Source: an optimization exercise on an open RTL-to-GDS flow (aim: small area and a short achievable clock period). Production flows keep margins and buffers that such runs may drop.
In this exercise RTL edits were held to simulation tests only and were not proved equivalent to the original.
Power figures rest on the tool's default switching activity, not on a simulated workload.

## v13
==> flow/design.v <==
module cpu (
  input clk, rst,
  output [15:0] MeAaddr, Baddr,
  output [15:0] MeMemResult,
  output [1:0] MeMemControl,
  input [15:0] AmemRead, BmemRead,
  output [175:0] registerValue
);
localparam NOP = 5'b00001;
localparam IDLE = 3'd0, EQZ = 3'd1, NEZ = 3'd2, TEQZ = 3'd3, TNEZ = 3'd4,
           JUMP = 3'd5, DB = 3'd6;
reg [4:0]  ifop, op;       
reg [10:0] iflo, lo;       
reg [15:0] pc;             
reg        s1, s2;         
always @(posedge clk or negedge rst)
  if (!rst) begin
    ifop <= NOP;
    op <= NOP;
    pc <= 16'h0000;
    s1 <= 1'b0;
    s2 <= 1'b0;
  end else begin
    ifop <= BmemRead[15:11];
    op <= ifop;
    pc <= Baddr;
    s1 <= 1'b1;
    s2 <= s1;
  end
always @(posedge clk) begin
  iflo <= BmemRead[10:0];
  lo <= iflo;
end
reg [3:0] xd, yd, zd;
reg [2:0] jc;
always @(*) begin
  xd = 0;
  yd = 0;
  zd = 4'hf;
  jc = IDLE;
  case (ifop)
    5'b00000: begin xd = 4'd9; zd = iflo[10:8]; end                  
    5'b00010: jc = DB;                                             
    5'b00100: begin xd = iflo[10:8]; jc = EQZ; end                   
    5'b00101: begin xd = iflo[10:8]; jc = NEZ; end                   
    5'b00110: begin xd = iflo[7:5]; zd = iflo[10:8]; end               
    5'b01000: begin xd = iflo[10:8]; zd = iflo[7:5]; end               
    5'b01001: begin xd = iflo[10:8]; zd = iflo[10:8]; end              
    5'b01010: xd = iflo[10:8];                                       
    5'b01100:
      case (iflo[10:8])
        3'b000: jc = TEQZ;                                         
        3'b001: jc = TNEZ;                                         
        3'b011: begin xd = 4'd9; zd = 4'd9; end                    
        3'b100: begin xd = iflo[7:5]; zd = 4'd9; end                 
        default: ;
      endcase
    5'b01101: zd = iflo[10:8];                                       
    5'b01111: begin xd = iflo[7:5]; zd = iflo[10:8]; end               
    5'b10010: begin yd = 4'd9; zd = iflo[10:8]; end                  
    5'b10011: begin yd = iflo[10:8]; zd = iflo[7:5]; end               
    5'b11010: begin xd = iflo[10:8]; yd = 4'd9; end                  
    5'b11011: begin xd = iflo[7:5]; yd = iflo[10:8]; end               
    5'b11100: begin xd = iflo[10:8]; yd = iflo[7:5]; zd = iflo[4:2]; end  
    5'b11101:
      case (iflo[4:0])
        5'b00000:
          case (iflo[7:5])
            3'b000: begin xd = iflo[10:8]; jc = JUMP; end            
            3'b010: zd = iflo[10:8];                                 
            default: ;
          endcase
        5'b00110, 5'b00111:                                        
          begin xd = iflo[7:5]; yd = iflo[10:8]; zd = iflo[7:5]; end
        5'b01010: begin xd = iflo[7:5]; yd = iflo[10:8]; end           
        5'b01100, 5'b01101:                                        
          begin xd = iflo[7:5]; yd = iflo[10:8]; zd = iflo[10:8]; end
        default: ;
      endcase
    5'b11110:
      if (iflo[0]) begin xd = iflo[10:8]; zd = 4'd8; end               
      else begin xd = 4'd8; zd = iflo[10:8]; end                     
    default: ;
  endcase
end
reg [3:0]  zi;              
reg        jEqz, jNez, jTeqz, jTnez, jJr, jB;
reg        fxE, fxM, fyE, fyM;  
reg  [15:0] exRes, meRes, exAddr, meAddr;
reg  [3:0]  exZ;
reg  [9:0]  meSel;          
reg  [1:0]  exCtl, meCtl;
reg         tf;
always @(posedge clk or negedge rst)
  if (!rst) begin
    zi <= 4'hf;
    {jEqz, jNez, jTeqz, jTnez, jJr, jB} <= 6'b000000;
    {fxE, fxM, fyE, fyM} <= 4'b0000;
  end else begin
    zi <= zd;
    jEqz <= jc == EQZ;
    jNez <= jc == NEZ;
    jTeqz <= jc == TEQZ;
    jTnez <= jc == TNEZ;
    jJr <= jc == JUMP;
    jB <= jc == DB;
    fxE <= xd == zi;
    fxM <= xd == exZ;
    fyE <= yd == zi;
    fyM <= yd == exZ;
  end
wire [15:0] meVal = meCtl[1] ? AmemRead : meRes;
reg  [15:0] q [0:9];       
wire [15:0] rv [0:9];      
genvar i;
generate
  for (i = 0; i < 10; i = i + 1) begin : regs
    assign rv[i] = meSel[i] ? meVal : q[i];
    always @(posedge clk)
      q[i] <= rv[i];
  end
endgenerate
assign registerValue = {rv[0], rv[1], rv[2], rv[3], rv[4], rv[5], rv[6], rv[7],
                        rv[8], rv[9], 16'h0000};
reg [15:0] rx, ry;
always @(*) begin
  rx = 16'h0000;
  ry = 16'h0000;
  case (xd)
    4'd0: rx = rv[0]; 4'd1: rx = rv[1]; 4'd2: rx = rv[2]; 4'd3: rx = rv[3];
    4'd4: rx = rv[4]; 4'd5: rx = rv[5]; 4'd6: rx = rv[6]; 4'd7: rx = rv[7];
    4'd8: rx = rv[8]; 4'd9: rx = rv[9];
    default: ;
  endcase
  case (yd)
    4'd0: ry = rv[0]; 4'd1: ry = rv[1]; 4'd2: ry = rv[2]; 4'd3: ry = rv[3];
    4'd4: ry = rv[4]; 4'd5: ry = rv[5]; 4'd6: ry = rv[6]; 4'd7: ry = rv[7];
    4'd9: ry = rv[9];
    default: ;
  endcase
end
reg [15:0] qx, qy;
always @(posedge clk) begin
  qx <= rx;
  qy <= ry;
end
wire [15:0] opX = fxE ? exRes : fxM ? meVal : qx;
wire [15:0] opY = fyE ? exRes : fyM ? meVal : qy;
wire [15:0] sext8 = {{8{lo[7]}}, lo[7:0]};
wire [15:0] sext11 = {{5{lo[10]}}, lo[10:0]};
wire useAm = fxM & ~fxE & meCtl[1];
wire earlyZero = fxE ? ~|exRes : fxM ? ~|meRes : ~|qx;
wire amZero = ~|AmemRead;
wire tTake = (jTeqz & ~tf) | (jTnez & tf) | jJr | jB;
wire takeZ = tTake | jEqz;      
wire takeNz = tTake | jNez;     
wire [15:0] relPC = pc + (jB ? sext11 : sext8);
wire [15:0] seqPC = pc + {15'd0, s2};
wire [15:0] target = jJr ? opX : relPC;
wire [15:0] pcZ = takeZ ? target : seqPC;
wire [15:0] pcNz = takeNz ? target : seqPC;
wire [15:0] pcE = earlyZero ? pcZ : pcNz;
assign Baddr = useAm ? (amZero ? pcZ : pcNz) : pcE;
wire is11101 = (op == 5'b11101);
wire isSub = (op == 5'b11100 && lo[1]) || op == 5'b01010 || is11101;
wire [15:0] addB = (op == 5'b11100 || is11101) ? opY :
                   (op == 5'b01000) ? {{12{lo[3]}}, lo[3:0]} : sext8;
wire [16:0] sum = {1'b0, opX} + {1'b0, isSub ? ~addB : addB} + {16'd0, isSub};
wire [3:0] shImm = (lo[4:2] == 3'd0) ? 4'd8 : {1'b0, lo[4:2]};
wire [3:0] shrAmt = (op == 5'b00110) ? shImm : opY[3:0];
function [15:0] rev16(input [15:0] v);
  integer k;
  for (k = 0; k < 16; k = k + 1)
    rev16[k] = v[15 - k];
endfunction
wire shLeft = lo[1:0] == 2'b00;       
wire [15:0] shIn = shLeft ? rev16(opX) : opX;
wire [15:0] shOut = shIn >> shrAmt;
wire [15:0] shr = (is11101 && |opY[15:4]) ? 16'h0000 : shOut;
wire [15:0] shl = rev16(shOut);
wire selAdd = op == 5'b00000 || op == 5'b01000 || op == 5'b01001 ||
              (op == 5'b01100 && lo[10:8] == 3'b011) || (op == 5'b11100 && lo[0]);
wire selX = (op == 5'b01100 && lo[10:8] == 3'b100) || op == 5'b01111 ||
            op == 5'b11010 || op == 5'b11011 || op == 5'b11110;
wire selLi = op == 5'b01101;
wire selShl = op == 5'b00110 && lo[1:0] == 2'b00;
wire selShr = (op == 5'b00110 && lo[1]) || (is11101 && lo[4:1] == 4'b0011);
wire selPC = is11101 && lo[7:0] == 8'b01000000;
wire selAnd = is11101 && lo[4:0] == 5'b01100;
wire selOr = is11101 && lo[4:0] == 5'b01101;
wire [15:0] res = ({16{selAdd}} & sum[15:0]) | ({16{selX}} & opX) |
                  ({16{selLi}} & {8'd0, lo[7:0]}) | ({16{selShl}} & shl) |
                  ({16{selShr}} & shr) | ({16{selPC}} & pc) |
                  ({16{selAnd}} & (opX & opY)) | ({16{selOr}} & (opX | opY));
wire tSlti = op == 5'b01010;
wire tSlt = is11101 && lo[4:0] == 5'b00010;
wire tCmp = is11101 && lo[4:0] == 5'b01010;
wire tNext = tSlti ? ~sum[16] : tCmp ? |sum[15:0] : tSlt ? 1'b0 : tf;
wire isMem = op[4] && !op[2] && op[1];           
wire [1:0] ctl = isMem ? (op[3] ? 2'b01 : 2'b10) : 2'b00;
wire [15:0] addr = opY + (op[0] ? {{11{lo[4]}}, lo[4:0]} : sext8);
always @(posedge clk or negedge rst)
  if (!rst) begin
    exZ <= 4'hf;
    meSel <= 10'h3ff;
    exCtl <= 2'b00;
    meCtl <= 2'b00;
    tf <= 1'b0;
    meRes <= 16'h0000;
  end else begin
    exZ <= zi;
    meSel <= 10'd1 << exZ;
    exCtl <= ctl;
    meCtl <= exCtl;
    tf <= tNext;
    meRes <= exRes;
  end
always @(posedge clk) begin
  exRes <= res;
  exAddr <= addr;
  meAddr <= exAddr;
end
assign MeAaddr = meAddr;
assign MeMemResult = meRes;
assign MeMemControl = meCtl;
endmodule
export LEC_CHECK = 0
export ABC_CLOCK_PERIOD_IN_PS = 5000
export CAP_MARGIN = 20
export CORE_MARGIN = 2
export CORE_UTILIZATION = 40
export SETUP_SLACK_MARGIN = 4.5
export SLEW_MARGIN = 20
create_clock -name core_clock -period 10.5 [get_ports {clk}]
standard.sh (not shown) runs the stock make flow with config.mk's settings and CLKGATE_MAP_FILE= SYNTH_SCRIPT=/design/flow/synth_recipe.tcl, a recipe that flattens the netlist after the stock synthesis.
==> flow/flow/run.sh <==
#!/bin/bash
# The standard layout, with the smallest buffer (buf_1) on the ports instead of
# the one buffer_ports picks by itself; repair_timing upsizes those on slow paths.
set -euo pipefail
bash standard.sh "BUFFER_PORTS_ARGS=-buffer_cell sky130_fd_sc_hd__buf_1" finish > make.log 2>&1
Here is what was changed in the inputs of v26 compared with v13.
--- a/flow/design.v
+++ b/flow/design.v
@@ -85,10 +85,11 @@
 end
 reg [3:0]  zi;              
 reg        jEqz, jNez, jTeqz, jTnez, jJr, jB;
 reg        fxE, fxM, fyE, fyM;  
 reg  [15:0] exRes, meRes, exAddr, meAddr;
+reg         exZero, meZero;
 reg  [3:0]  exZ;
 reg  [9:0]  meSel;          
 reg  [1:0]  exCtl, meCtl;
 reg         tf;
 always @(posedge clk or negedge rst)
@@ -138,31 +139,30 @@
     4'd9: ry = rv[9];
     default: ;
   endcase
 end
 reg [15:0] qx, qy;
+reg        qxZero;
 always @(posedge clk) begin
   qx <= rx;
   qy <= ry;
+  qxZero <= ~|rx;
 end
 wire [15:0] opX = fxE ? exRes : fxM ? meVal : qx;
 wire [15:0] opY = fyE ? exRes : fyM ? meVal : qy;
 wire [15:0] sext8 = {{8{lo[7]}}, lo[7:0]};
 wire [15:0] sext11 = {{5{lo[10]}}, lo[10:0]};
-wire useAm = fxM & ~fxE & meCtl[1];
-wire earlyZero = fxE ? ~|exRes : fxM ? ~|meRes : ~|qx;
-wire amZero = ~|AmemRead;
+wire xZero = fxE ? exZero : fxM ? (meCtl[1] ? ~|AmemRead : meZero) : qxZero;
 wire tTake = (jTeqz & ~tf) | (jTnez & tf) | jJr | jB;
 wire takeZ = tTake | jEqz;      
 wire takeNz = tTake | jNez;     
 wire [15:0] relPC = pc + (jB ? sext11 : sext8);
 wire [15:0] seqPC = pc + {15'd0, s2};
 wire [15:0] target = jJr ? opX : relPC;
 wire [15:0] pcZ = takeZ ? target : seqPC;
 wire [15:0] pcNz = takeNz ? target : seqPC;
-wire [15:0] pcE = earlyZero ? pcZ : pcNz;
-assign Baddr = useAm ? (amZero ? pcZ : pcNz) : pcE;
+assign Baddr = xZero ? pcZ : pcNz;
 wire is11101 = (op == 5'b11101);
 wire isSub = (op == 5'b11100 && lo[1]) || op == 5'b01010 || is11101;
 wire [15:0] addB = (op == 5'b11100 || is11101) ? opY :
                    (op == 5'b01000) ? {{12{lo[3]}}, lo[3:0]} : sext8;
 wire [16:0] sum = {1'b0, opX} + {1'b0, isSub ? ~addB : addB} + {16'd0, isSub};
@@ -215,10 +215,12 @@
     tf <= tNext;
     meRes <= exRes;
   end
 always @(posedge clk) begin
   exRes <= res;
+  exZero <= ~|res;
+  meZero <= exZero;
   exAddr <= addr;
   meAddr <= exAddr;
 end
 assign MeAaddr = meAddr;
 assign MeMemResult = meRes;
==> comparison <==
- Looking only at post-placement cell area, and setting everything else aside, the lower value of v13 and v26 goes to v13.
- | period utilization | v26 vs v13 | 2.3 points higher |
- Timing endpoint of the critical path: Baddr[15] -> v13, pc[15] -> v26
- Summary of the comparison: largest stage delay on the critical path is higher in v26, relative to v13.
- v26 vs. v13: via count of the routed design rose by 1434, sequential fraction of design power rose by 0.6 points, setup slack lower, area overhead of the layout relative to synthesis rose 2.1 points.

## what the ideal ports hide
The flow's constraints put no driver on any port. The routed layouts listed below were extracted and timed again, unchanged, in two steps.
Step 1 sets driving cells, clkbuf_16 on the clock port and buf_2 on the other inputs (assumed; they add their load-dependent delay and slew).
Step 2 times the ports against the registers' clock, not the clock port: input delays grow and output delays shrink by t, the midpoint of the rising clock arrivals with the driver on.
Three values: ideal ports, drivers, drivers and shift; two values: the first two.
run	t (ns)	setup slack, ns	clock arrival spread, ns
v13	0.616	4.234 / 4.201 / 3.972	0.027 / 0.026
v26	0.629	3.991 / 4.013 / 3.384	0.015 / 0.015
After both steps every run listed still meets setup and hold. For v26, which loses most, drivers alone change the setup slack by +0.022 ns; drivers and shift together by -0.607 ns.
